This design comes from an exercise in tuning for small area on the open sky130 flow, not from production work.
In this exercise RTL edits were held to simulation tests only and were not proved equivalent to the original.

--- flow/config.mk ---
export PLATFORM = sky130hd
export DESIGN_NAME = Top_Student
export DESIGN_NICKNAME = Top_Student
export VERILOG_FILES = /design/flow/design.v
export SDC_FILE = /design/flow/constraint.sdc
export NUM_CORES = 4
export LEC_CHECK = 0
export CAP_MARGIN = 20
export CORE_MARGIN = 2
export CORE_UTILIZATION = 40
export SLEW_MARGIN = 20
--- flow/run.sh ---
#!/bin/bash
# synth_recipe.tcl (not shown) runs the flow's synth.tcl, then flattens the netlist and writes it again
# the make line also repeats each setting of config.mk as NAME=value (left out here)
make -C /OpenROAD-flow-scripts/flow DESIGN_CONFIG=/design/flow/config.mk WORK_HOME=/design/flow/orfs CLKGATE_MAP_FILE= SYNTH_SCRIPT=/design/flow/synth_recipe.tcl finish
--- flow/design.v ---
`timescale 1ns / 1ps
module flexible_clock(input basys_clock, input rst, input [31:0] m, output reg slow_clock, output tick);
    reg [31:0] count;
    assign tick = (count == 0) && !slow_clock;
    always @ (posedge basys_clock) begin
        if (rst) begin
            count <= 0;
            slow_clock <= 0;
        end else begin
            count <= (count == m) ? 0 : count + 1;
            slow_clock <= (count == 0) ? ~slow_clock : slow_clock;
        end
    end
endmodule
`timescale 1ns / 1ps
module lsfr_32bit(input clk, input rst, input en, output reg [3:0] out);
    reg [31:0] tempOut;
    wire random = tempOut[31] ^ tempOut[21] ^ tempOut[1] ^ tempOut[0];
    always @ (*) begin
        out = tempOut % 11;
    end
    always @ (posedge clk) begin
        if (rst) begin
            tempOut <= 1;
        end else if (en) begin
            tempOut <= {tempOut[30:0], random};
        end
    end
endmodule
`timescale 1ns / 1ps
module lfsr_12(
    input RST,
    input CLK,
    input EN,
    output reg [11:0] Q
    );
    always @ (posedge CLK) begin
        if (RST) begin
            Q <= 0;
        end    
        else if (EN) begin
            Q <= { Q[10:6], ~(Q[5]^Q[11]), Q[4], ~(Q[3]^Q[11]), Q[2:0], Q[11] };
        end
    end
endmodule
`timescale 1ns / 1ps
module get_shot_result(
    input rng_rst,
    input clr,
    input en_10hz,
    input clk_25m,
    input [6:0] ball_x,
    output reg scored
    );
    wire [11:0] random_num;
    lfsr_12 ran_gen (rng_rst, clk_25m, en_10hz, random_num);
    always @ (posedge clk_25m) begin
        if (clr) begin
            scored <= 0;
        end
        else begin
            scored <= (ball_x / 10) >= (random_num % 10) ? 1 : 0;
        end
    end
endmodule
`timescale 1ns / 1ps
module left_right_toggler(
    input btnL,
    input btnR,
    input clk,
    input rst,
    input started,
    output reg [1:0] state
    );
    reg [32:0] debounce_counter;  
    always @(posedge clk) begin
      if (rst) begin
        debounce_counter <= 0;
        state <= 0;
      end else begin
        if (btnL || btnR)
        debounce_counter <= debounce_counter + 1;
        else
        debounce_counter <= 0;
        if (debounce_counter == 20_00) begin
        if (btnL && state > 0 && started ==0)
            state <= state - 1;
        else if (btnR && state < 2 && started == 0)
            state <= state + 1;
        end
      end
    end
endmodule
`timescale 1ns / 1ps
module start_screen(
    input [63:0] x,
    input [63:0] y,
    input clk,
    input btnL,
    input btnR,
    input btnC,
    input reset,
    input rst,
    output reg [15:0] oled_data,
    output reg started,
    output reg [1:0] difficulty
    );
    localparam [15:0] orange = 16'b11101_011110_00001;
    localparam [15:0] white = 16'b11111_111111_11111;
    localparam [15:0] green = 16'b00010_100101_00001;
    localparam [15:0] yellow = 16'b11010_110110_00001;
    localparam [15:0] red = 16'b11100_000111_00010;
    localparam [15:0] black = 16'b00000_000000_00000;
    wire [1:0]difficulty_state;
    left_right_toggler difficulty_menu (.btnL(btnL),.btnR(btnR),.clk(clk),.rst(rst),.state(difficulty_state),.started(started));
    reg [32:0] debounce_counter;
    wire signed [40:0] circle_formula;
    assign circle_formula = (x-47)*(x-47) + (y-31)*(y-31);
    wire shouldDisplayCircle;
    assign shouldDisplayCircle = (circle_formula > 60 && circle_formula <68);
    wire signed [40:0] circle_formula_left;
    assign circle_formula_left = (x-0)*(x-0) + (y-31)*(y-31);
    wire shouldDisplayCircleLeft;
    assign shouldDisplayCircleLeft = (circle_formula_left > 390 && circle_formula_left <410);
    wire signed [40:0] circle_formula_right;
    assign circle_formula_right = (x-95)*(x-95) + (y-31)*(y-31);
    wire shouldDisplayCircleRight;
    assign shouldDisplayCircleRight = (circle_formula_right > 390 && circle_formula_right <410);
    always @ (posedge clk) begin
      if (rst) begin
        oled_data <= 0;
        started <= 0;
        debounce_counter <= 0;
        difficulty = 0;
      end else begin
        oled_data <= orange;
        if ( x >46 && x < 48 && y>9 && y< 52) begin
            oled_data <= white;
        end
        if (shouldDisplayCircle) begin
            oled_data <= white;
        end
        if (shouldDisplayCircleLeft) begin
            oled_data <= white;
        end
        if (shouldDisplayCircleRight) begin
            oled_data <= white;
        end
        if (x>0 && x < 10 && y >22 && y < 24) begin
            oled_data <= white;
        end
        else if ( x> 0 && x <10 && y>40 && y<42) begin
            oled_data <= white;
        end
        else if ( x > 8 && x < 11 && y >22 && y <42) begin
            oled_data <= white;
        end
        if (x>85 && x<95 && y>22 && y<24) begin
            oled_data <= white;
        end
        else if ( x>85 && x<95 && y>40 && y <42) begin
            oled_data <= white;
        end
        else if ( x>82 && x<85 && y >22 && y<42) begin
            oled_data <= white;
        end
        if (x > 30 && x <37 && y >50 && y < 52)begin
            oled_data <= green;
        end
        else if (x > 30 && x<37 && y >54 && y < 56)begin
            oled_data <= green;
        end
        else if (x > 30 && x<37 && y >58 && y < 60)begin
            oled_data <= green;
        end
        else if (x > 30 && x <33 && y >50 && y <60) begin
            oled_data <= green;
        end 
        if ( x > 42 && x<45 && y >50 && y <60) begin
            oled_data <= yellow;
        end
        else if ($signed(x - y) > -10&& $signed(x - y)<-6 && x>42 && x<47)begin
            oled_data <= yellow;
        end 
        else if ($signed(x + y) > 100 && $signed(x + y)<104 && x>47 && x<52) begin
            oled_data <= yellow;
        end
        else if ( x >50 && x <53  && y > 50 && y <60) begin
            oled_data <= yellow;
        end
        if ( x >58 && x < 61 && y > 50 && y < 60) begin
            oled_data <= red;
        end
        else if ( x > 65 && x<68 && y > 50 && y< 60 ) begin
            oled_data <= red;
        end
        else if (x>58 && x < 68 && y >54 && y < 56) begin 
            oled_data <= red;
        end
        if ( x > 30 && x <37 && y > 60 && y<63 && difficulty_state == 0) begin
           oled_data <= black ;
        end
        else if (x > 42 && x<53 && y > 60 && y<63 && difficulty_state ==1) begin
           oled_data <= black;
        end 
        else if ( x> 58 && x<68 && y > 60 && y<63 && difficulty_state == 2) begin 
            oled_data <= black;
        end
        if (reset) started <= 0;
        if (started == 0) begin
            if (btnC)
                debounce_counter <= debounce_counter + 1;
            else
                debounce_counter <= 0;
             if (debounce_counter == 20_00) begin
                started <= started+1;
             end
        end
        difficulty = difficulty_state;
      end
    end
endmodule
`timescale 1ns / 1ps
module end_screen(
    input [63:0] x,
    input [63:0] y,
    input clk,
    input btnC,
    input win,
    input reset,
    input rst,
    output reg [15:0] oled_data,
    output reg restart
    );
    reg [31:0] debounce;
    localparam [63:0] centerx = 47;
    localparam [63:0] centery = 31;
    localparam [15:0] brown = 16'b10100_011001_00001;
    localparam [15:0] black = 16'b00000_000000_00000;
    localparam [15:0] red = 16'b11100_000111_00010;
    localparam [15:0] green = 16'b00010_100101_00001;
    always @ (posedge clk) begin
      if (rst) begin
        oled_data <= 0;
        restart <= 0;
        debounce <= 0;
      end else begin
        oled_data <= brown;
        if (x>centerx - 20 && x< centerx-10 && y >10 && y< 13) begin
            oled_data <= black;
        end
        else if (x >centerx-20 && x < centerx-17 && y>10 && y<20) begin
            oled_data <= black;
        end
        else if (x > centerx-20 && x < centerx-10 && y>18 && y<20) begin
            oled_data <= black;
        end
        else if (x > centerx-13 && x < centerx-10 && y>15 && y <20) begin
            oled_data <= black;
        end
        else if ( x>centerx-15 && x<centerx-10 && y>15 && y<18) begin
            oled_data <= black;
        end
        if ($signed(2*x + y) > 90 && $signed(2*x + y) <96 && x>centerx-10 && x<centerx-5 ) begin
            oled_data <= black;
        end
        else if ($signed(y-2*x)< -72 && $signed(y-2*x)>-76 && x>=centerx-5 && x<centerx) begin
            oled_data <= black;
        end
        else if (x>centerx-10&& x<centerx && y>13 && y<15) begin
            oled_data <= black;
        end
        if (x > centerx && x < centerx +3 && y >10 && y <20) begin
            oled_data <= black;
        end
        else if ( x > centerx+7 && x<centerx+10 && y>10 && y<20) begin
            oled_data <= black;
        end
        else if ( $signed(y-x) < -35 &&$signed(y-x)>-39 && x>centerx && x<centerx+5) begin
            oled_data <= black;
        end
        else if ( $signed(x+y) > 65 && $signed(x+y) < 69 && x>centerx+5&& x<centerx+10) begin
            oled_data <= black;
        end
        if (x>centerx+10 && x<centerx+20 && y>10 && y<13) begin
            oled_data <= black;
        end
        else if (x>centerx+10 && x<centerx +13 && y>10 && y<20) begin
            oled_data <= black;
        end
        else if (x> centerx+10 && x <centerx+20 && y>14&& y<17) begin
            oled_data<= black;
        end
        else if (x> centerx+10 && x<centerx+20 && y>18 && y<20) begin
            oled_data <= black;
        end
        if ( x> centerx-20 && x <centerx-11 && y > 21 && y<23) begin
            oled_data <= black;
        end
        else if ( x>centerx-20 && x <centerx - 18 && y>21 && y<30) begin
            oled_data <= black;
        end
        else if ( x> centerx-20 && x < centerx -11 && y >27 && y<30 ) begin
            oled_data <= black;
        end
        else if (x > centerx -13 && x<centerx-11 && y>21 && y<30) begin
            oled_data <= black;
        end
        if ( $signed(y - 2*x) > -54 && $signed(y - 2*x) < -50 && x> centerx-11 && x <centerx-5) begin
            oled_data <= black;
        end
        else if ( $signed(y +2*x) > 112 && $signed(y +2*x) <116 && x>centerx-6 && x<centerx-1) begin
            oled_data <= black;
        end
        if ( x > centerx+1 && x< centerx+10 && y> 21 && y <24) begin
            oled_data <= black;
        end
        else if ( x > centerx+1 && x< centerx+10 && y>24 && y <26) begin
            oled_data <= black;
        end
        else if ( x > centerx+1 && x< centerx+10 && y>28 && y<30) begin
            oled_data <= black;
        end
        else if (x >centerx+1 && x<centerx+3 && y>21 && y<30) begin
            oled_data <= black;
        end
        if ( x > centerx+11 && x < centerx+20 && y>21 && y<24) begin
            oled_data <= black;
        end
        else if (x > centerx+11 && x< centerx+13 && y>21&& y<30) begin
            oled_data <= black;
        end
        else if ( x> centerx+11 && x<centerx+20 && y>24&& y<26) begin
            oled_data <= black;
        end
        else if (x > centerx+18 && x<centerx+20 && y>21 && y<26 ) begin
            oled_data <= black;
        end
        else if ($signed(y - x) < -31 && $signed(y - x)> -35 && x > centerx+11 && x<centerx+20 ) begin
            oled_data <= black;
        end
        if ( win) begin
            if ($signed(y-x) > 11 &&$signed(y-x) < 15 && x >27&& x<37) begin
            oled_data <= green;
            end
            else if ($signed(y+x) > 85 && $signed(y+x) < 89 &&x>37 && x<47) begin
            oled_data <= green;
            end
            else if ( $signed(y-x) > -9 &&$signed(y-x) < -5&& x>47&& x<57) begin
            oled_data <= green;
            end
            else if ( $signed(y+x) > 105&& $signed(y+x) < 109 && x >57 && x<67) begin
            oled_data <= green;
            end
        end
        else if (win == 0) begin 
            if (x > centerx-2 && x < centerx+2&& y > 40 && y <50) begin
                oled_data <= red;
            end
            else if ( x> centerx -2 && x < centerx+8 && y >47 && y<50) begin
                oled_data <= red;
            end
        end
        if (reset) begin
            if (btnC) debounce <= debounce + 1;
            else debounce <= 0;
            if (debounce >= 2000) restart <= 1;
        end else restart <= 0;
      end
    end
endmodule
`timescale 1ns / 1ps
module score_tracker(
    input show_top_score,  
    input clk_25Mhz_seg,  
    input rst,
    input en,  
    output reg [6:0] seg,
    output reg [3:0] an,
    input [5:0] score_player,
    input [5:0] score_ai
    );
    reg [5:0] highScore;
    localparam zero = 7'b1000000;
    localparam one = 7'b1111001;
    localparam two = 7'b0100100;
    localparam three = 7'b0110000;
    localparam four = 7'b0011001;
    localparam five = 7'b0010010;
    localparam six = 7'b0000010;
    localparam seven = 7'b1111000;
    localparam eight = 7'b0000000;
    localparam nine = 7'b0010000;
    reg [2:0] an_state;
    always @ (posedge clk_25Mhz_seg) begin
      if (rst) begin
        seg <= 7'b1111111;
        an <= 4'b1111;
        highScore <= 0;
        an_state <= 3;
      end else if (en) begin
        an_state <= an_state - 1;
        if (score_player > highScore) highScore <= score_player;
        if (show_top_score) begin
            if (an_state == 2) begin
                an <= 4'b1011;
                case (highScore / 10)
                    0: seg <= zero;
                    1: seg <= one;
                    2: seg <= two;
                    3: seg <= three;
                    4: seg <= four;
                    5: seg <= five;
                    6: seg <= six;
                    7: seg <= seven;
                    8: seg <= eight;
                    9: seg <= nine;
                endcase
            end
            if (an_state == 1) begin
                an <= 4'b1101;
                case (highScore % 10)
                    0: seg <= zero;
                    1: seg <= one;
                    2: seg <= two;
                    3: seg <= three;
                    4: seg <= four;
                    5: seg <= five;
                    6: seg <= six;
                    7: seg <= seven;
                    8: seg <= eight;
                    9: seg <= nine;
                endcase
            end
        end
        else if (an_state == 3) begin
            an <= 4'b0111;
            case (score_player / 10)
                0: seg <= zero;
                1: seg <= one;
                2: seg <= two;
                3: seg <= three;
                4: seg <= four;
                5: seg <= five;
                6: seg <= six;
                7: seg <= seven;
                8: seg <= eight;
                9: seg <= nine;
            endcase
        end
        else if (an_state == 2) begin
            an <= 4'b1011;
            case (score_player % 10)
                0: seg <= zero;
                1: seg <= one;
                2: seg <= two;
                3: seg <= three;
                4: seg <= four;
                5: seg <= five;
                6: seg <= six;
                7: seg <= seven;
                8: seg <= eight;
                9: seg <= nine;
            endcase
        end
        else if (an_state == 1) begin
            an <= 4'b1101;
            case (score_ai / 10)
                0: seg <= zero;
                1: seg <= one;
                2: seg <= two;
                3: seg <= three;
                4: seg <= four;
                5: seg <= five;
                6: seg <= six;
                7: seg <= seven;
                8: seg <= eight;
                9: seg <= nine;
            endcase
        end
        else if (an_state == 0) begin
            an <= 4'b1110;
            case (score_ai % 10)
                0: seg <= zero;
                1: seg <= one;
                2: seg <= two;
                3: seg <= three;
                4: seg <= four;
                5: seg <= five;
                6: seg <= six;
                7: seg <= seven;
                8: seg <= eight;
                9: seg <= nine;
            endcase
        end
      end
    end   
endmodule
`timescale 1ns / 1ps
module display_bball_court(
    input [63:0] x,
    input [63:0] y,
    input clk,
    input rst,
    output reg [15:0] oled_data
    );
    localparam [15:0] orange = 16'b11101_011110_00001;
    localparam [15:0] white = 16'b11111_111111_11111;
    localparam [15:0] green = 16'b00010_100101_00001;
    localparam [15:0] yellow = 16'b11010_110110_00001;
    localparam [15:0] red = 16'b11100_000111_00010;
    localparam [15:0] black = 16'b00000_000000_00000;
    localparam [15:0] blue = 16'b00001_101011_11010;
    always @ (posedge clk) begin
      if (rst) oled_data <= 0;
      else begin
        oled_data <= blue;
        if (y>60 && y<=63) begin
            oled_data <= orange;
        end
        else if ( x>=0 && x <2 && y>40 && y<=60) begin
            oled_data <= white;
        end
        else if ( x>=0 && x<2 && y>30 && y<=40) begin
            oled_data <= black;
        end
        else if (x>=0 && x <6 && y>38 && y<42) begin
            oled_data <= red;
        end
        if ( x>93 && x<=95 && y>40 && y<=60) begin
            oled_data <= white;
        end
        else if(x>93 && x <=95 && y>30&& y<=40) begin
            oled_data <= black;
        end
        else if(x>89&& x<=95 && y>38 && y<42) begin
            oled_data <= red;
        end
      end
    end
endmodule
`timescale 1ns / 1ps
module dunk_animation(
    input [63:0] x,
    input [63:0] y,
    input clk,
    input run,
    input rst,
    output reg [15:0] oled_data,
    output reg [1:0] animation_frame
    );
    localparam [15:0] orange = 16'b11101_011110_00001;
    localparam [15:0] black = 16'b00000_000000_00000;
    localparam [15:0] red = 16'b11100_000111_00010;
    localparam [15:0] blue = 16'b00001_101011_11010;
    localparam [15:0] white = 16'b11111_111111_11111;
    reg [63:0] frame_rate_counter;
    always @ (posedge clk) begin
      if (rst) begin
        oled_data <= 0;
        frame_rate_counter = 0;
        animation_frame <= 0;
      end else begin
        oled_data <= blue;
        if (run) begin
            frame_rate_counter = frame_rate_counter + 1;
            if (frame_rate_counter == 5_000) begin
                animation_frame <= animation_frame +1;
                frame_rate_counter = 0;
            end
        end
        else begin
            frame_rate_counter = 0;
            animation_frame <= 0;
        end
        case (run ? animation_frame : 2'd0)
            0: if (x>35 && x < 45 && y>0 && y <10) begin
                oled_data <= orange;
               end
            1: if (x >35 && x<45 && y >10 && y<20) begin
                oled_data <= orange;
               end 
            2: if (x >35 && x<45 && y>20 && y<30) begin
                oled_data <= orange;
               end 
            3: if (x > 35 && x<45 && y>30 && y<40) begin
                 oled_data <= orange;
               end
            default:if (x>35 && x < 45 && y>0 && y <10) begin
                oled_data <= orange;
               end
        endcase
        if (x > 30 && x <50 && y > 20 && y<25) begin
            oled_data <= red;
        end
        else if (x>50&& x<53 && y >0 && y <22) begin
            oled_data <= black;
        end
        else if ( x> 48 && x <50 && y >22 && y < 40) begin
            oled_data <= black;
        end
        else if ( x>40 && x < 43 && y >22 && y<40) begin
            oled_data <= black;
        end
        else if ( x>30 && x <33 && y>22 && y<40) begin
            oled_data <= black;
        end
        else if (x>30 && x <53 && y >28 && y<30) begin
            oled_data <= black;
        end
        else if (x>30 && x <53 && y>34 && y<37) begin
            oled_data <= black;
        end
        else if (x>50&& x<53 && y >22 && y <63)begin
            oled_data <= white;
        end
      end
    end
endmodule
`timescale 1ns / 1ps
module miss_animation(
    input [63:0] x,
    input [63:0] y,
    input clk,
    input run,
    input rst,
    output reg [15:0] oled_data,
    output reg [1:0] animation_frame
    );
    localparam [15:0] orange = 16'b11101_011110_00001;
    localparam [15:0] black = 16'b00000_000000_00000;
    localparam [15:0] red = 16'b11100_000111_00010;
    localparam [15:0] blue = 16'b00001_101011_11010;
    localparam [15:0] white = 16'b11111_111111_11111;
    reg [63:0] frame_rate_counter;
    always @ (posedge clk) begin
      if (rst) begin
        oled_data <= 0;
        frame_rate_counter = 0;
        animation_frame = 0;
      end else begin
        oled_data <= blue;
        if ( run) begin
            frame_rate_counter = frame_rate_counter + 1;
            if (frame_rate_counter == 10_000) begin
                animation_frame = animation_frame +1;
                frame_rate_counter = 0;
            end
        end
        else begin
            frame_rate_counter = 0;
            animation_frame = 0;
        end
        case (animation_frame)
            0: if (x>5 && x < 15 && y>10 && y <20) begin
                oled_data <= orange;
               end
            1: if (x >15 && x<25 && y >0 && y<10) begin
                oled_data <= orange;
               end 
            2: if (x >25 && x<35 && y>10 && y<20) begin
                oled_data <= orange;
               end 
            3: if (x > 15 && x<25 && y>0 && y<10) begin
                 oled_data <= orange;
               end
            default:if (x>5 && x < 15 && y>10 && y <20) begin
                oled_data <= orange;
               end
        endcase
        if (x > 30 && x <50 && y > 20 && y<25) begin
            oled_data <= red;
        end
        else if (x>50&& x<53 && y >0 && y <22) begin
            oled_data <= black;
        end
        else if ( x> 48 && x <50 && y >22 && y < 40) begin
            oled_data <= black;
        end
        else if ( x>40 && x < 43 && y >22 && y<40) begin
            oled_data <= black;
        end
        else if ( x>30 && x <33 && y>22 && y<40) begin
            oled_data <= black;
        end
        else if (x>30 && x <53 && y >28 && y<30) begin
            oled_data <= black;
        end
        else if (x>30 && x <53 && y>34 && y<37) begin
            oled_data <= black;
        end
        else if (x>50&& x<53 && y >22 && y <63)begin
            oled_data <= white;
        end
      end
    end
endmodule
`timescale 1ns / 1ps
module score_animation(
    input [63:0] x,
    input [63:0] y,
    input clk,
    input run,
    input rst,
    output reg [15:0] oled_data,
    output reg [1:0] animation_frame
    );
    localparam [15:0] orange = 16'b11101_011110_00001;
    localparam [15:0] black = 16'b00000_000000_00000;
    localparam [15:0] red = 16'b11100_000111_00010;
    localparam [15:0] blue = 16'b00001_101011_11010;
    localparam [15:0] white = 16'b11111_111111_11111;
    reg [63:0] frame_rate_counter;
    always @ (posedge clk) begin
      if (rst) begin
        oled_data <= 0;
        frame_rate_counter = 0;
        animation_frame = 0;
      end else begin
        oled_data <= blue;
        if (run) begin
            frame_rate_counter = frame_rate_counter + 1;
            if (frame_rate_counter == 10_000) begin
                animation_frame = animation_frame +1;
                frame_rate_counter = 0;
            end
        end
        else begin
            frame_rate_counter = 0;
            animation_frame = 0;
        end
        case (animation_frame)
            0: if (x>15 && x < 25 && y>10 && y <20) begin
                oled_data <= orange;
               end
            1: if (x >25 && x<35 && y >0 && y<10) begin
                oled_data <= orange;
               end 
            2: if (x >35 && x<45 && y>10 && y<20) begin
                oled_data <= orange;
               end 
            3: if (x > 35 && x<45 && y>30 && y<40) begin
                 oled_data <= orange;
               end
            default:if (x>15 && x < 25 && y>10 && y <20) begin
                oled_data <= orange;
               end
        endcase
        if (x > 30 && x <50 && y > 20 && y<25) begin
            oled_data <= red;
        end
        else if (x>50&& x<53 && y >0 && y <22) begin
            oled_data <= black;
        end
        else if ( x> 48 && x <50 && y >22 && y < 40) begin
            oled_data <= black;
        end
        else if ( x>40 && x < 43 && y >22 && y<40) begin
            oled_data <= black;
        end
        else if ( x>30 && x <33 && y>22 && y<40) begin
            oled_data <= black;
        end
        else if (x>30 && x <53 && y >28 && y<30) begin
            oled_data <= black;
        end
        else if (x>30 && x <53 && y>34 && y<37) begin
            oled_data <= black;
        end
        else if (x>50&& x<53 && y >22 && y <63)begin
            oled_data <= white;
        end
      end
    end
endmodule
`timescale 1ns / 1ps
module player(
    input [63:0] x,
    input [63:0] y,
    input [63:0]player_locx,
    input [63:0] player_locy,
    input [15:0] player_jersey_color,
    input clk,
    input rst,
    output reg [15:0] oled_data
    );
    localparam [15:0] beige = 16'b11110_110101_10101;
    localparam [15:0] white = 16'b11111_111111_11111;
    always @(posedge clk) begin
        if (rst) oled_data <= 0; else
        if (x >=player_locx && x<=player_locx+2 && y>=player_locy && y<=player_locy+2) begin
           oled_data <= beige;
        end 
        else if (x >= player_locx && x<=player_locx +2 && y>=player_locy+3 && y<player_locy+8) begin
            oled_data <=player_jersey_color;
        end
    end
endmodule
`timescale 1ns / 1ps
module Top_Student (input clk, input rst, input btnC, btnU, btnL, btnR, btnD, input [12:0] pixel_index,
    output [15:0] pixel_data, output reg [9:0] led, output [6:0] seg, output [3:0] an);
    wire clk_25m = clk;
    wire en_1h;
    wire en_10h;
    wire en_1k;
    wire slow_1h, slow_10h, slow_1k;
    reg [31:0] oled_data;
    assign pixel_data = oled_data[15:0];
    wire [5:0] row;
    wire [6:0] col;
    reg [5:0] game_timer;
    wire [31:0] start_screen_data;
    wire [31:0] end_screen_data;
    wire [31:0] bball_court_data;
    wire [31:0] scored_screen_data;
    wire [31:0] missed_screen_data;
    wire [31:0] dunked_screen_data;
    wire game_started;
    wire game_restart;
    wire [7:0] x;
    wire [7:0] y;
    wire [7:0] JX;
    wire [7:0] JY;
    wire [25:0] gravity = 90;
    wire [5:0] arc_max_height = (63 - 40);
    reg [25:0] player_speed;
    reg [25:0] ball_initial_grav;
    reg [5:0] player_row;
    reg [5:0] player_row_cur;  
    reg [6:0] player_col;
    wire [5:0] hoop_height = (63 - 20);
    wire [6:0] hoop_width = 3;
    wire [5:0] player_jump_max_height = 20;
    reg [5:0] player_curr_jump;
    wire [3:0] player_height = 8;
    wire [1:0] player_width = 2;
    reg [5:0] player_hand_row; 
    wire [1:0] ball_height = 1;
    wire [1:0] ball_width = 1;
    reg [6:0] ball_col;
    reg [5:0] ball_posvert_difference;
    reg [5:0] ball_negvert_difference;
    reg [6:0] initial_ball_col;
    reg [6:0] initial_ball_row;
    reg [5:0] ball_posvert_counter;
    reg [11:0] ball_row;
    wire [6:0] ball_row_offscreen = 0;
    reg [6:0] distance_to_basket;
    reg is_shot;
    reg playerHasBall;
    reg player_is_jumping;
    reg [25:0] player_jump_speed;
    reg [25:0] player_grav;
    reg [25:0] ball_grav;
    reg player_direction;  
    reg playerHasScored;
    wire playerHasScoredTemp;
    wire [1:0] aiState;
    wire [1:0] diffLevel;
    wire [6:0] shootingRange;
    wire [6:0] defendRange;
    wire [6:0] attackRange;
    wire [6:0] aggressiveness;
    wire isAggressive;
    wire canSteal;
    wire [2:0] stealChance;
    reg aiHasBall, isLooseBall, reset, canScore;
    reg aiDirection;  
    reg [6:0] aiLeft;
    reg [6:0] aiRight;
    reg [5:0] aiTop;
    reg [5:0] aiBottom;
    reg [6:0] aiDistanceToBasket;
    reg aiShotBall;
    reg aiScoreChance;
    wire aiHasScored;
    reg aiIsJumping;
    reg aiShotResult;
    wire [5:0] aiMaxJumpHeight;
    reg [5:0] aiCurrHeight;
    reg [25:0] aiJumpSpeed;
    reg [25:0] aiGrav;
    wire lsfrReset = rst;
    reg [31:0] counter;
    wire [3:0] randomCounter;
    wire [31:0] aiSpeed;
    wire [31:0] boost;
    wire [4:0] shotCorrection;
    parameter defending = 2'b00;
    parameter attacking = 2'b01;
    parameter shooting = 2'b10;
    parameter waiting = 2'b11;
    parameter easy = 2'b00;
    parameter normal = 2'b01;
    parameter hard = 2'b10;
    parameter left = 1;
    parameter right = 0;
    reg [31:0] ballSpeed;
    reg [5:0] aiScore;
    reg [5:0] playerScore;
    reg outcome;  
    reg game_end;
    reg resetGame;
    wire scoreUnitReset = rst;
    reg isDunkAni;
    reg isShootAni;
    reg isMissAni;
    wire [1:0] dunkFrame;
    wire [1:0] missFrame;
    wire [1:0] shootFrame;
    wire [31:0] player_data;
    wire [31:0] ai_data;
    reg playerShotResult;
    reg [6:0] playerShotPos;
    flexible_clock clk_1h_unit (.basys_clock(clk), .rst(rst), .m(12499), .slow_clock(slow_1h), .tick(en_1h));
    flexible_clock clk_10h_unit (.basys_clock(clk), .rst(rst), .m(1249), .slow_clock(slow_10h), .tick(en_10h));
    flexible_clock clk_1k_unit (.basys_clock(clk), .rst(rst), .m(12), .slow_clock(slow_1k), .tick(en_1k));
    lsfr_32bit ai_rng_unit (.clk(clk), .rst(lsfrReset), .en(en_1h), .out(randomCounter));
    start_screen start_unit (.x(col), .y(row), .clk(clk_25m), .rst(rst), .btnL(btnL), .btnR(btnR), .btnC(btnD), .oled_data(start_screen_data),
                             .started(game_started), .difficulty(diffLevel), .reset(resetGame));
    end_screen end_unit (.x(col), .y(row), .clk(clk_25m), .rst(rst), .btnC(btnD), .win(outcome), .oled_data(end_screen_data), .restart(game_restart), .reset(game_end));
    score_tracker score_tracker_unit (.show_top_score(!game_started), .clk_25Mhz_seg(clk), .rst(rst), .en(en_1k), .seg(seg[6:0]), .an(an), .score_player(playerScore), .score_ai(aiScore));
    get_shot_result score_unit (.rng_rst(scoreUnitReset), .clr(scoreUnitReset), .en_10hz(en_10h), .clk_25m(clk_25m),
                                .ball_x(player_col), .scored(playerHasScoredTemp));
    display_bball_court bball_court (.x(col), .y(row), .clk(clk_25m), .rst(rst), .oled_data(bball_court_data));
    dunk_animation dunk (.x(col), .y(row), .clk(clk_25m), .rst(rst), .run(isDunkAni), .oled_data(dunked_screen_data), .animation_frame(dunkFrame));
    miss_animation miss (.x(col), .y(row), .clk(clk_25m), .rst(rst), .run(isMissAni), .oled_data(missed_screen_data), .animation_frame(missFrame));
    score_animation score (.x(col), .y(row), .clk(clk_25m), .rst(rst), .run(isShootAni), .oled_data(scored_screen_data), .animation_frame(shootFrame));
    player player_unit (.x(col), .y(row), .player_locx(player_col), .player_locy(player_row), .clk(clk_25m), .rst(rst), .player_jersey_color(16'b00000_000000_11111), .oled_data(player_data));
    player ai_unit (.x(col), .y(row), .player_locx(aiLeft), .player_locy(aiTop), .clk(clk_25m), .rst(rst), .player_jersey_color(16'b00000_111111_00000), .oled_data(ai_data));
    assign col = pixel_index % 96;
    assign row = pixel_index / 96;
    always @ (posedge clk) begin
      if (rst) begin
        game_timer <= 59;
        led = 10'b0;
      end else if (en_1h) begin
        if (!game_started) begin
            game_timer <= 59;
            led[9:0] = 10'b1111111111;
        end
        else if (game_timer < 0) begin
            led[9:0] = 10'b0000000000;
        end
        else begin
            if (game_timer <= 9) begin
                led[game_timer] = 1'b0;
            end
            if (game_timer > 0) begin
                game_timer <= game_timer - 1;
            end
        end
      end
    end
    always @ (posedge clk_25m) begin
      player_row_cur = player_row;
      if (rst) begin
        player_speed <= 0;
        ball_initial_grav <= 0;
        player_row <= 52;
        player_col <= 15;
        player_curr_jump <= 0;
        player_hand_row <= 0;
        ball_col <= 0;
        ball_posvert_difference <= 0;
        ball_negvert_difference <= 0;
        initial_ball_col <= 0;
        initial_ball_row <= 0;
        ball_posvert_counter <= 0;
        ball_row <= 0;
        distance_to_basket <= 0;
        is_shot <= 0;
        playerHasBall <= 1;
        player_is_jumping <= 0;
        player_jump_speed <= 0;
        player_grav <= 0;
        ball_grav <= 0;
        player_direction <= 0;
        aiLeft <= 90;
        aiRight <= 92;
        aiTop <= 52;
        aiBottom <= 60;
        aiDistanceToBasket <= 0;
        aiShotBall <= 0;
        aiIsJumping <= 0;
        aiShotResult <= 0;
        aiCurrHeight <= 0;
        aiJumpSpeed <= 0;
        aiGrav <= 0;
        counter <= 0;
        ballSpeed <= 0;
        aiScore <= 0;
        playerScore <= 0;
        outcome <= 0;
        game_end <= 0;
        resetGame <= 0;
        isDunkAni <= 0;
        isShootAni <= 0;
        isMissAni <= 0;
        playerShotResult <= 0;
        playerShotPos <= 0;
        playerHasScored <= 0;
        aiHasBall <= 0;
        isLooseBall <= 0;
        reset <= 0;
        canScore <= 0;
        aiDirection <= 0;
        oled_data <= 0;
      end else begin
        counter <= counter + 1;
        player_jump_speed <= (player_jump_speed == 10 + player_grav) ? 0 : player_jump_speed + 1;
        ballSpeed <= (ballSpeed == 1 + ball_grav) ? 0 : ballSpeed + 1;
        aiJumpSpeed <= (aiJumpSpeed == 10 + aiGrav) ? 0 : aiJumpSpeed + 1;
        player_speed <= (player_speed == 1033) ? 0 : player_speed + 1;
        player_hand_row <= player_row + 2;
        if (~game_started && ~game_end) begin
            oled_data <= start_screen_data;
            resetGame <= 0;
            aiScore <= 0;
            playerScore <= 0;
            reset <= 1;
            playerHasBall <= 1;
            is_shot <= 0;
            aiIsJumping <= 0;
            aiShotBall <= 0;
            aiHasBall <= 0;
            isLooseBall <= 0;
            aiShotResult <= 0;
            ball_grav <= 0;
            player_grav <= 0;
            aiGrav <= 0;
            distance_to_basket <= 0;
            ball_posvert_counter <= 0;
            ball_negvert_difference <= 0;
            ball_posvert_difference <= 0;
            ball_initial_grav <= 0;
            playerShotResult <= 0;
        end
        else if (game_started && !game_end) begin
            if (game_timer == 0 && !is_shot && !aiShotBall && !aiCurrHeight && !player_curr_jump && !aiIsJumping && !player_is_jumping) begin
                outcome <= aiScore > playerScore ? 0 : 1;
                game_end <= 1;
            end
            if (reset) begin
                reset <= 0;
                aiLeft <= 90;
                aiRight <= 92;
                player_col <= 15;
                isLooseBall <= 0;
                isDunkAni <= 0;
                isShootAni <= 0;
                isMissAni <= 0;
                canScore <= 0;
                aiShotResult <= 0;
                playerShotResult <= 0;
                player_row <= 52;
            end
            if (!reset) begin
                oled_data <= bball_court_data;
                if (row >= player_row && row <= player_row + player_height && col >= player_col && col <= player_col + player_width) begin
                    oled_data <= player_data;
                end    
                if (row >= player_hand_row && row <= player_hand_row + ball_height && col >= player_col + player_width && col <= player_col + player_width + ball_width && player_direction == 0 && playerHasBall) begin
                    ball_col <= player_col + player_width;
                    initial_ball_col <= ball_col;
                    ball_row <= player_hand_row;
                    initial_ball_row <= ball_row;
                    distance_to_basket <= (95 - ball_col);
                    oled_data <= 16'b11111_100000_00000;
                end
                else if (row >= player_hand_row && row <= player_hand_row + ball_height && col >= player_col - ball_width && col <= player_col && player_direction == 1 && playerHasBall) begin
                    ball_col <= player_col + player_width;
                    initial_ball_col <= ball_col;
                    ball_row <= player_hand_row;
                    initial_ball_row <= ball_row;
                    distance_to_basket <= (95 - ball_col);            
                    oled_data <= 16'b11111_100000_00000;
                end
                else if (is_shot && row >= ball_row && row <= ball_row + ball_height && col >= ball_col && col <= ball_col + ball_width) begin
                    oled_data <= 16'b11111_100000_00000;
                end
                if (btnR && btnL) begin
                end
                else if (player_speed == 1033 && btnR) begin
                    player_col <= (player_col + player_width + ball_width == 95) ? 92 : player_col + 1;
                    player_direction <= 0;
                end
                else if (player_speed == 1033 && btnL) begin
                    player_col <= (player_col - ball_width == 0) ? 1 : player_col - 1;
                    player_direction <= 1;
                end
                if (btnU && player_curr_jump == 0) begin
                    player_is_jumping <= 1;
                end
                if (player_is_jumping) begin
                    if (player_jump_speed == 0) begin
                        player_grav <= player_grav + gravity;
                        player_curr_jump <= player_curr_jump + 1;
                        player_row <= (player_row == 0) ? 0 : player_row - 1;
                    end     
                    if (player_curr_jump == player_jump_max_height) begin
                        player_is_jumping <= 0;
                    end
                end
                else if (player_jump_speed == 0 && ~player_is_jumping) begin
                    player_grav <= (player_grav == 0) ? 0 : player_grav - gravity;
                    player_row_cur = (player_row + player_height == 60) ? 52 : player_row + 1;
                    player_row <= player_row_cur;
                    if (player_row_cur == 52) begin
                        player_curr_jump <= 0;
                        player_grav <= 0;
                    end
                end
                if (btnC && playerHasBall) begin
                    is_shot <= 1;
                    if (playerHasScoredTemp) begin
                        playerHasScored <= 1;
                        playerShotPos <= player_col + player_width;
                    end else begin
                        playerHasScored <= 0;
                    end
                    playerHasBall <= 0;
                    isLooseBall <= 1;
                    aiHasBall <= 0;
                end
                if (is_shot) begin
                    if (ballSpeed == 0) begin
                        ball_posvert_difference <= (initial_ball_row < hoop_height) ? hoop_height - initial_ball_row : 0;
                        ball_initial_grav <= (initial_ball_row < hoop_height) ? (hoop_height - initial_ball_row) * gravity * 2 : 0;
                        ball_negvert_difference <= (initial_ball_row > hoop_height) ? initial_ball_row - hoop_height : 0;
                        if (ball_col < (distance_to_basket / 2) + initial_ball_col + ball_negvert_difference / 2 - ball_posvert_difference / 2) begin
                            ball_grav <= ball_initial_grav + gravity * ball_posvert_counter;
                            ball_posvert_counter <= ball_posvert_counter + 1;
                            ball_row <= ball_row - 1;
                        end
                        else begin
                            ball_grav <= (ball_grav <= 0) ? 0 : (ball_grav - gravity);
                            ball_row <= ball_row + 1;                
                        end
                    end
                    if (player_speed == 1033) begin
                        ball_col <= (ball_col + ball_width >= 92) ? 92 : ball_col + 1;
                    end
                    if (ball_col >= 92) begin
                        if (playerShotResult == 0) begin
                            playerShotResult <= 1;
                            if (playerHasScored) begin
                                if (playerShotPos > 85) isDunkAni <= 1;
                                else isShootAni <= 1;
                            end else isMissAni <= 1;
                        end
                        if (dunkFrame == 3 || shootFrame == 3 || missFrame == 3) begin
                            if (dunkFrame == 3 || shootFrame == 3) playerScore <= playerScore + 1;
                            playerHasBall <= 0;
                            aiHasBall <= 1;
                            is_shot <= 0;
                            ball_grav <= 0;
                            ball_posvert_counter <= 0;
                            isLooseBall <= 0;
                            reset <= 1;
                            isDunkAni <= 0;
                            isMissAni <= 0;
                            isShootAni <= 0;
                            playerShotResult <= 0;
                            playerHasScored <= 0;
                            if (game_timer == 0) begin
                                outcome <= aiScore > playerScore ? 0 : 1;
                                game_end <= 1;
                            end
                        end
                    end
                end
                if (~playerHasBall && ~is_shot && ~aiShotBall && btnD && player_row_cur + player_height >= ball_row && player_row_cur <= ball_row + ball_height && player_col <= ball_col + ball_width && player_col + player_width >= ball_col) begin
                    playerHasBall <= 1;
                    aiHasBall <= 0;
                end
                if (aiState == defending) begin
                    if (counter >= aiSpeed) begin  
                        counter <= 0;
                        if ((aiLeft < player_col + defendRange && aiRight < 95)) begin  
                            aiLeft <= aiLeft + 1;
                            aiRight <= aiRight + 1;
                            aiDirection <= right;
                        end else if ((aiLeft > player_col + player_width + defendRange && aiRight > 48) || (player_direction == left && player_col + player_width < 30)) begin
                            aiLeft <= aiLeft - 1;
                            aiRight <= aiRight - 1;
                            aiDirection <= left;
                        end
                    end
                    if (row >= aiTop && row <= aiBottom && col >= aiLeft && col <= aiRight) begin  
                        oled_data <= ai_data;
                    end
                    if (canSteal && (aiLeft <= player_col + player_width && aiLeft >= player_col || aiRight <= player_col + player_width && aiRight >= player_col) &&
                        aiTop <= ball_row)  
                    begin
                        playerHasBall <= 0;
                        aiHasBall <= 1;
                    end
                end else if (aiState == attacking) begin
                    if (row >= aiTop && row <= aiBottom && col >= aiLeft - 1 && col <= aiRight + 1) begin  
                        if (row >= aiTop && row <= aiBottom && col >= aiLeft && col <= aiRight) oled_data <= ai_data;
                        if (aiDirection == left && row >= aiTop + 2 && row <= aiTop + 3 && col >= aiLeft - 1 && col <= aiLeft && ~aiShotBall) begin
                            ball_col <= aiLeft - 1;
                            ball_row <= aiTop + 2;
                            initial_ball_col <= ball_col;
                            aiDistanceToBasket <= ball_col;
                            initial_ball_row <= ball_row;
                            oled_data <= 16'b11111_100000_00000;
                        end else if (aiDirection == right && row >= aiTop + 2 && row <= aiTop + 3 && col >= aiRight && col <= aiRight + 1 && ~aiShotBall) begin
                            ball_col <= aiRight;
                            ball_row <= aiTop + 2;
                            initial_ball_col <= ball_col;
                            aiDistanceToBasket <= ball_col;
                            initial_ball_row <= ball_row;                            
                            oled_data <= 16'b11111_100000_00000;
                        end
                    end
                    if (counter >= aiSpeed - boost * isAggressive) begin  
                        counter <= 0;
                        if (aiLeft < player_col + player_width + attackRange || aiLeft > 80 || player_col + player_width <= 50 || isAggressive) begin
                            aiLeft <= aiLeft - 1;
                            aiRight <= aiRight - 1;
                            aiDirection <= left;
                        end else begin
                            aiLeft <= aiLeft + 1;
                            aiRight <= aiRight + 1;
                            aiDirection <= right;
                        end
                    end
                    if ((aiLeft <= shootingRange && player_col + player_width < aiLeft - 2) && !isAggressive) begin  
                        canScore <= 1;
                        aiIsJumping <= 1;
                    end
                    else if (aiLeft <= 20 - attackRange) begin
                        canScore <= 1;
                    end
                end else if (aiState == shooting) begin
                    if (aiLeft <= 20 - attackRange) begin  
                        if (aiShotResult == 0) begin
                            aiShotResult <= 1;
                            if (aiHasScored) begin
                                aiScore <= aiScore + 1;
                                isDunkAni <= 1;
                            end else begin
                                isMissAni <= 1;
                            end
                        end
                        if (isDunkAni) oled_data <= dunked_screen_data;
                        else if (isMissAni) oled_data <= missed_screen_data;
                        if (dunkFrame == 3 || missFrame == 3) begin
                            canScore <= 0;
                            playerHasBall <= 1;
                            aiHasBall <= 0;
                            reset <= 1;
                            isDunkAni <= 0;
                            isMissAni <= 0;
                            aiShotResult <= 0;
                            if (game_timer == 0) begin
                                outcome <= aiScore > playerScore ? 0 : 1;
                                game_end <= 1;
                            end
                        end
                    end else begin  
                        if (row >= aiTop && row <= aiBottom && col >= aiLeft && col <= aiRight) oled_data <= ai_data;
                        if (row >= ball_row && row <= ball_row + ball_height && col >= ball_col && col <= ball_col + ball_width) oled_data <= 16'b11111_100000_00000;
                    end
                end else if (aiState == waiting) begin
                    if (row >= aiTop && row <= aiBottom && col >= aiLeft && col <= aiRight) oled_data <= ai_data;  
                end
                if (aiIsJumping) begin
                    if (aiJumpSpeed == 0) begin
                        aiGrav <= aiGrav + gravity;
                        aiTop <= aiTop - 1;
                        aiBottom <= aiBottom - 1;
                        ball_row <= aiTop + 2;
                        initial_ball_row <= ball_row;                            
                        ball_col <= aiLeft - 1;
                        aiDistanceToBasket <= ball_col;
                        aiCurrHeight <= aiCurrHeight + 1;
                    end
                    if (aiCurrHeight == aiMaxJumpHeight) begin
                        aiIsJumping <= 0;
                        if (aiHasBall) begin
                            aiShotBall <= 1;
                        end
                    end
                end else if (aiJumpSpeed == 0 && ~aiIsJumping) begin
                    aiGrav <= aiGrav <= 0 ? 0 : aiGrav - gravity;
                    if (aiTop < 52) begin
                        aiTop <= aiTop + 1;
                        aiBottom <= aiBottom + 1;
                    end else begin
                        aiGrav <= 0;
                        aiCurrHeight <= 0;
                    end
                end
                if (aiShotBall) begin
                    if (ballSpeed == 0) begin
                        ball_posvert_difference <= (initial_ball_row < hoop_height) ? hoop_height - initial_ball_row : 0;
                        ball_initial_grav <= (initial_ball_row < hoop_height) ? (hoop_height - initial_ball_row) * gravity * 2 : 0;
                        ball_negvert_difference <= (initial_ball_row > hoop_height) ? initial_ball_row - hoop_height : 0;
                        if (ball_col > (aiDistanceToBasket / 2) - ball_negvert_difference / 2 + ball_posvert_difference / 2) begin
                            ball_grav <= ball_initial_grav + gravity * ball_posvert_counter;
                            ball_posvert_counter <= ball_posvert_counter + 1;
                            ball_row <= ball_row - 1;
                        end
                        else begin
                            ball_grav <= (ball_grav <= 0) ? 0 : (ball_grav - gravity);
                            ball_row <= ball_row + 1;                
                        end
                    end
                    if (player_speed == 1033) begin
                        ball_col <= (ball_col == 0) ? 0 : ball_col - 1;
                    end                
                        if (ball_col <= 3) begin
                            if (aiShotResult == 0) begin
                                aiShotResult <= 1;
                                if (aiHasScored) begin
                                    aiScore <= aiScore + 1;
                                    isShootAni <= 1;
                                end else begin
                                    isMissAni <= 1;
                                end
                            end
                            if (shootFrame == 3 || missFrame == 3) begin
                                playerHasBall <= 1;
                                aiHasBall <= 0;
                                aiShotBall <= 0;
                                canScore <= 0;
                                ball_grav <= 0;
                                ball_posvert_counter <= 0;                                
                                reset <= 1;
                                isShootAni <= 0;
                                isMissAni <= 0;
                                aiShotResult <= 0;
                                if (game_timer == 0) begin
                                    outcome <= aiScore > playerScore ? 0 : 1;
                                    game_end <= 1;
                                end
                            end
                        end
                    if (isShootAni) oled_data <= scored_screen_data;
                    else if (isMissAni) oled_data <= missed_screen_data;
                end
                if (is_shot) begin
                    if (isShootAni) oled_data <= scored_screen_data;
                    else if (isDunkAni) oled_data <= dunked_screen_data;
                    else if (isMissAni) oled_data <= missed_screen_data;
                end
            end
        end
        else if (game_end) begin
            oled_data <= end_screen_data;
            if (game_restart) begin
                resetGame <= 1;
                game_end <= 0;
            end
        end
      end
    end
    assign shootingRange = diffLevel == easy ? 40 : diffLevel == normal ? 50 : diffLevel == hard ? 55 : 40;
    assign defendRange = diffLevel == easy ? 7 : diffLevel == normal ? 3 : diffLevel == hard ? 1 : 8;
    assign attackRange = diffLevel == easy ? 8 : diffLevel == normal ? 5 : diffLevel == hard ? 3 : 8;
    assign aiHasScored = canScore ? diffLevel == easy ? randomCounter <= 3 : diffLevel == normal ? randomCounter <= 6 :
                         diffLevel == hard ? randomCounter <= 9 : 0 : 0;
    assign aggressiveness = diffLevel == easy ? 0 : diffLevel == normal ? 3 : diffLevel == hard ? 6 : 0;
    assign isAggressive = diffLevel == easy ? 0 : randomCounter <= aggressiveness ? 1 : 0;
    assign stealChance = diffLevel == easy ? 0 : diffLevel == normal ? 3 : diffLevel == hard ? 6 : 0;
    assign canSteal = diffLevel == easy ? 0 : randomCounter <= stealChance ? 1 : 0;
    assign boost = diffLevel == easy ? 0 : diffLevel == normal ? 50 : diffLevel == hard ? 100 : 0;
    assign aiMaxJumpHeight = diffLevel == easy ? 15 : diffLevel == normal ? 18 : diffLevel == hard ? 22 : 15;
    assign shotCorrection = diffLevel == easy ? 0 : diffLevel == normal ? 1 : diffLevel == hard ? 2 : 0;
    assign aiSpeed = diffLevel == easy ? 1233 : diffLevel == normal ? 1033 : diffLevel == hard ? 833 : 1233;
    assign aiState = playerHasBall ? defending : aiHasBall ? canScore ? shooting : attacking : isLooseBall ? waiting : defending;
endmodule
--- flow/constraint.sdc ---
create_clock -name core_clock -period 35.0 [get_ports {clk}]
set_input_delay 7.0000 -clock core_clock [delete_from_list [all_inputs] [get_ports {clk}]]
set_output_delay 7.0000 -clock core_clock [all_outputs]
set_load 0.01 [all_outputs]
==> flow_metrics.py <==
metrics = {
    "run_status": {
        "status": "complete, no violations",
    },
    "clock_network": {
        "ctsResizeCount": 0,
        "clk_path_buf_depth": 3,
        "clkLatencyLatePin_ns": 0.77,
        "cts_buffers": 112,
        "hold_buffers": 0,
        "cts-htree-levels": 3,
        "cts_sinks": 943,
        "cts-root-buf": "clkbuf_16",
        "clkTransAtPathRegs_ns": 0.06,
        "post-cts-setup-buffer-count": 0,
        "cts_tree": "done",
    },
    "critical_path": {
        "cp-end-kind": "register",
        "crit_slowest_cell": "fa_1",
        "r2r_cells": 79,
        "r2r_slack_ns": 11.54,
        "path_max_fanout": 32,
        "r2r-end": "aiLeft[3]",
        "cp-start-kind": "input port",
        "timing.rr.start": "ai_rng_unit.tempOut[27]",
        "crit_arrival_ns": 31.63,
        "path_class": "input port to register",
        "max_stage_delay_ns": 0.83,
        "crit_top_cell": "a21oi_1",
        "worstPathRequired_ns": 35.59,
    },
    "drt": {
        "ant_nets": 0,
        "drt-vias-per-instance": 5.44,
        "vias": 95500,
        "drc": 0,
        "wirelength_um": 311000,
        "post_drt_wl_per_cell_um": 17.7,
        "first_iter_violations": 7434,
        "firstDrtPassIters": 6,
    },
    "worst_hold_path": {
        "min_path_cells": 1,
        "worstHoldPathType": "register to register",
        "hold_path_end": "dunk.frame_rate_counter[0]",
        "min-delay-start": "dunk.frame_rate_counter[0]",
    },
    "yosys": {
        "synth_top_family_by_area": "adder cells",
        "syn_area_per_cell_um2": 8.01,
        "yosys.area_share.simple": 0.197,
        "synth_adder_area_share": 0.296,
        "synth_common_cells": "inv_1 (1651), nor2_1 (1511), ha_1 (1063)",
        "yosysTopAreaCellShare": 0.176,
        "async_reset_ff_frac": 0,
        "synth_top_cell_by_area": "fa_1",
        "synth_cell_type_count": 141,
        "syn_area_um2": 112000,
        "yosysWarnings": 42,
        "synth_mux_area_frac": 0.0139,
        "synth.top_cells.by_area": "fa_1 (18%), dfxtp_1 (17%), ha_1 (12%)",
        "ys_ff_latch": 943,
        "synth.most_common_cell": "inv_1",
        "yosys_most_used_dff": "dfxtp_1",
        "synth_seq_area_share": 0.168,
        "synth_enable_flop_cells": 0,
        "syn_nets": 16100,
        "synth_compound_area_frac": 0.161,
        "synth_xor_area_frac": 0.0859,
        "synth_cells": 14000,
    },
    "sta": {
        "hold_viol_final": 0,
        "setup_viol": 0,
        "fmaxAchievable_ghz": 0.0322,
        "drv_slew": 0,
        "finalCriticalPeriod_ns": 31.04,
        "grt_setup_unrepaired": "false",
        "fin_skew_ns": 0.0744,
        "setup_tns_ns": 0,
        "worst_slack_ns": 3.96,
        "fin_crit_sh": 0.887,
        "worst_pin_slew_ns": 1.13,
        "slew_headroom": 0.239,
        "hold_ws_ns": 0.447,
    },
    "finish": {
        "fin_util": 0.431,
        "drive_above_1_share": 0.0421,
        "multi_input_area_um2": 85000,
        "fin_cells": 17600,
        "num-nets-final": 15800,
        "area_growth_pct": 7.22,
        "fillers": 28200,
        "seq_area_um2": 18900,
    },
    "grt": {
        "grt_pass1_wl_um": 505000,
        "grt_overflow": 0,
        "grt_use_total": 0.216,
        "grt_pass1_vias": 90800,
        "antenna_found_initial": 11,
        "grt_max_degree": 70,
    },
    "floorplan": {
        "die_y_um": 534,
        "initial_core_util": 0.402,
        "chipWidth_um": 534,
        "core_area_um2": 279000,
        "num_rows": 194,
        "die-area_um2": 285000,
        "ios": 57,
    },
    "place": {
        "gp_congestion": 0.945,
        "portBuffers": 56,
        "preCtsSetupSlack_ns": 3.35,
        "placed_cells": 17400,
        "dp_hpwl_um": 240000,
    },
    "run": {
        "maxCapViolations": 0,
    },
}
[cells in the final DEF, fill, tap and decap left out, types with 339 or more instances in the layout]
cell        n
nor3_1    339
xnor2_1   611
xor2_1    485
a21oi_1   888
nand2_1  1028
fa_1      988
dfxtp_1   941
nand3_1   454
nor2_1   1502
inv_1    1648
ha_1     1063
o21ai_0   650
[sequential cells by signal, indices dropped and copies added (netlist names), 33 cells and up]
signal and cells:
start_unit.debounce_counter 33, dunk.frame_rate_counter 64, score.frame_rate_counter 64, miss.frame_rate_counter 64, start_unit.difficulty_menu.debounce_counter 33
[cell type report]
cell class	instances	share of cell area
antenna	4	0.0000830
clock buffer	157	0.0270
inverter	1692	0.0527
multi-input combinational	10800	0.705
sequential	943	0.157
tap	3724	0.0387
clock inverter	47	0.00628
timing repair buffer	202	0.0136
[stage by stage]
step / area, um^2
finish: 121000
global route: 121000
CTS: 121000
detailed placement: 117000
global placement: 117000
floorplan: 112000
[critical path: cells and delay by family]
family	cells	cell delay, ns
AO/OA/AOI/OAI	37	6.39
XOR/XNOR	6	2.43
adder cells (fa/ha/maj)	20	9.48
buffers and inverters	21	4.48
AND/OR/NAND/NOR	14	1.85
[worst max path at each step]
stage | from | to | slack [ns] | depth (start not counted)
global placement | pixel_index[12] | start_unit.oled_data[5] | 3.69 | 98
finish | pixel_index[12] | start_unit.oled_data[5] | 3.96 | 98
floorplan | pixel_index[11] | start_unit.oled_data[5] | 5.17 | 81
global route | pixel_index[12] | start_unit.oled_data[5] | 1.89 | 98
CTS | pixel_index[12] | start_unit.oled_data[5] | 4.08 | 98
detailed placement | pixel_index[12] | start_unit.oled_data[5] | 3.35 | 98
[logic make-up (layout without fill, tap and decap cells)]
kind of cell / count (synthesis) / count (layout)
buf+inv: 2310 / 2098
flops: 943 / 943
compound gates: 2837 / 2837
simple gates: 4640 / 4640
mux: 149 / 149
fa+ha+maj: 2064 / 2064
xor+xnor: 1101 / 1101
other cells: 1 / 5
[metal layers]
metal / up-vias / global-route usage / share of wire
li1: 47100 / - / -
met4: 2 / 0.0702 / 0.034
met5: - / 0.000666 / 0.000029
met1: 45500 / 0.294 / 0.45
met2: 2384 / 0.352 / 0.46
met3: 479 / 0.0280 / 0.053

what the ideal ports hide:
The results above use ideal ports. As a check the final layout listed here was re-extracted and re-timed, cells and wires unchanged.
Step 1 assumes that a clkbuf_16 drives the clock port and a buf_2 every other input.
Step 2 also shifts input and output timing later by t, the mid clock arrival at the registers, as if the neighbouring blocks saw the same clock.
Three values: ideal ports, drivers, drivers and shift; two values: the first two.
t (ns): 0.831
setup WS [ns]: 3.964 / 3.971 / 3.140
worst setup path after step 2: input to register
latest minus earliest clock arrival (ns): 0.074 / 0.074
pins driven straight from the clock port: 1
After both steps this run still meets setup and hold. For this run, drivers alone change the setup slack by +0.007 ns; drivers and shift together by -0.824 ns.
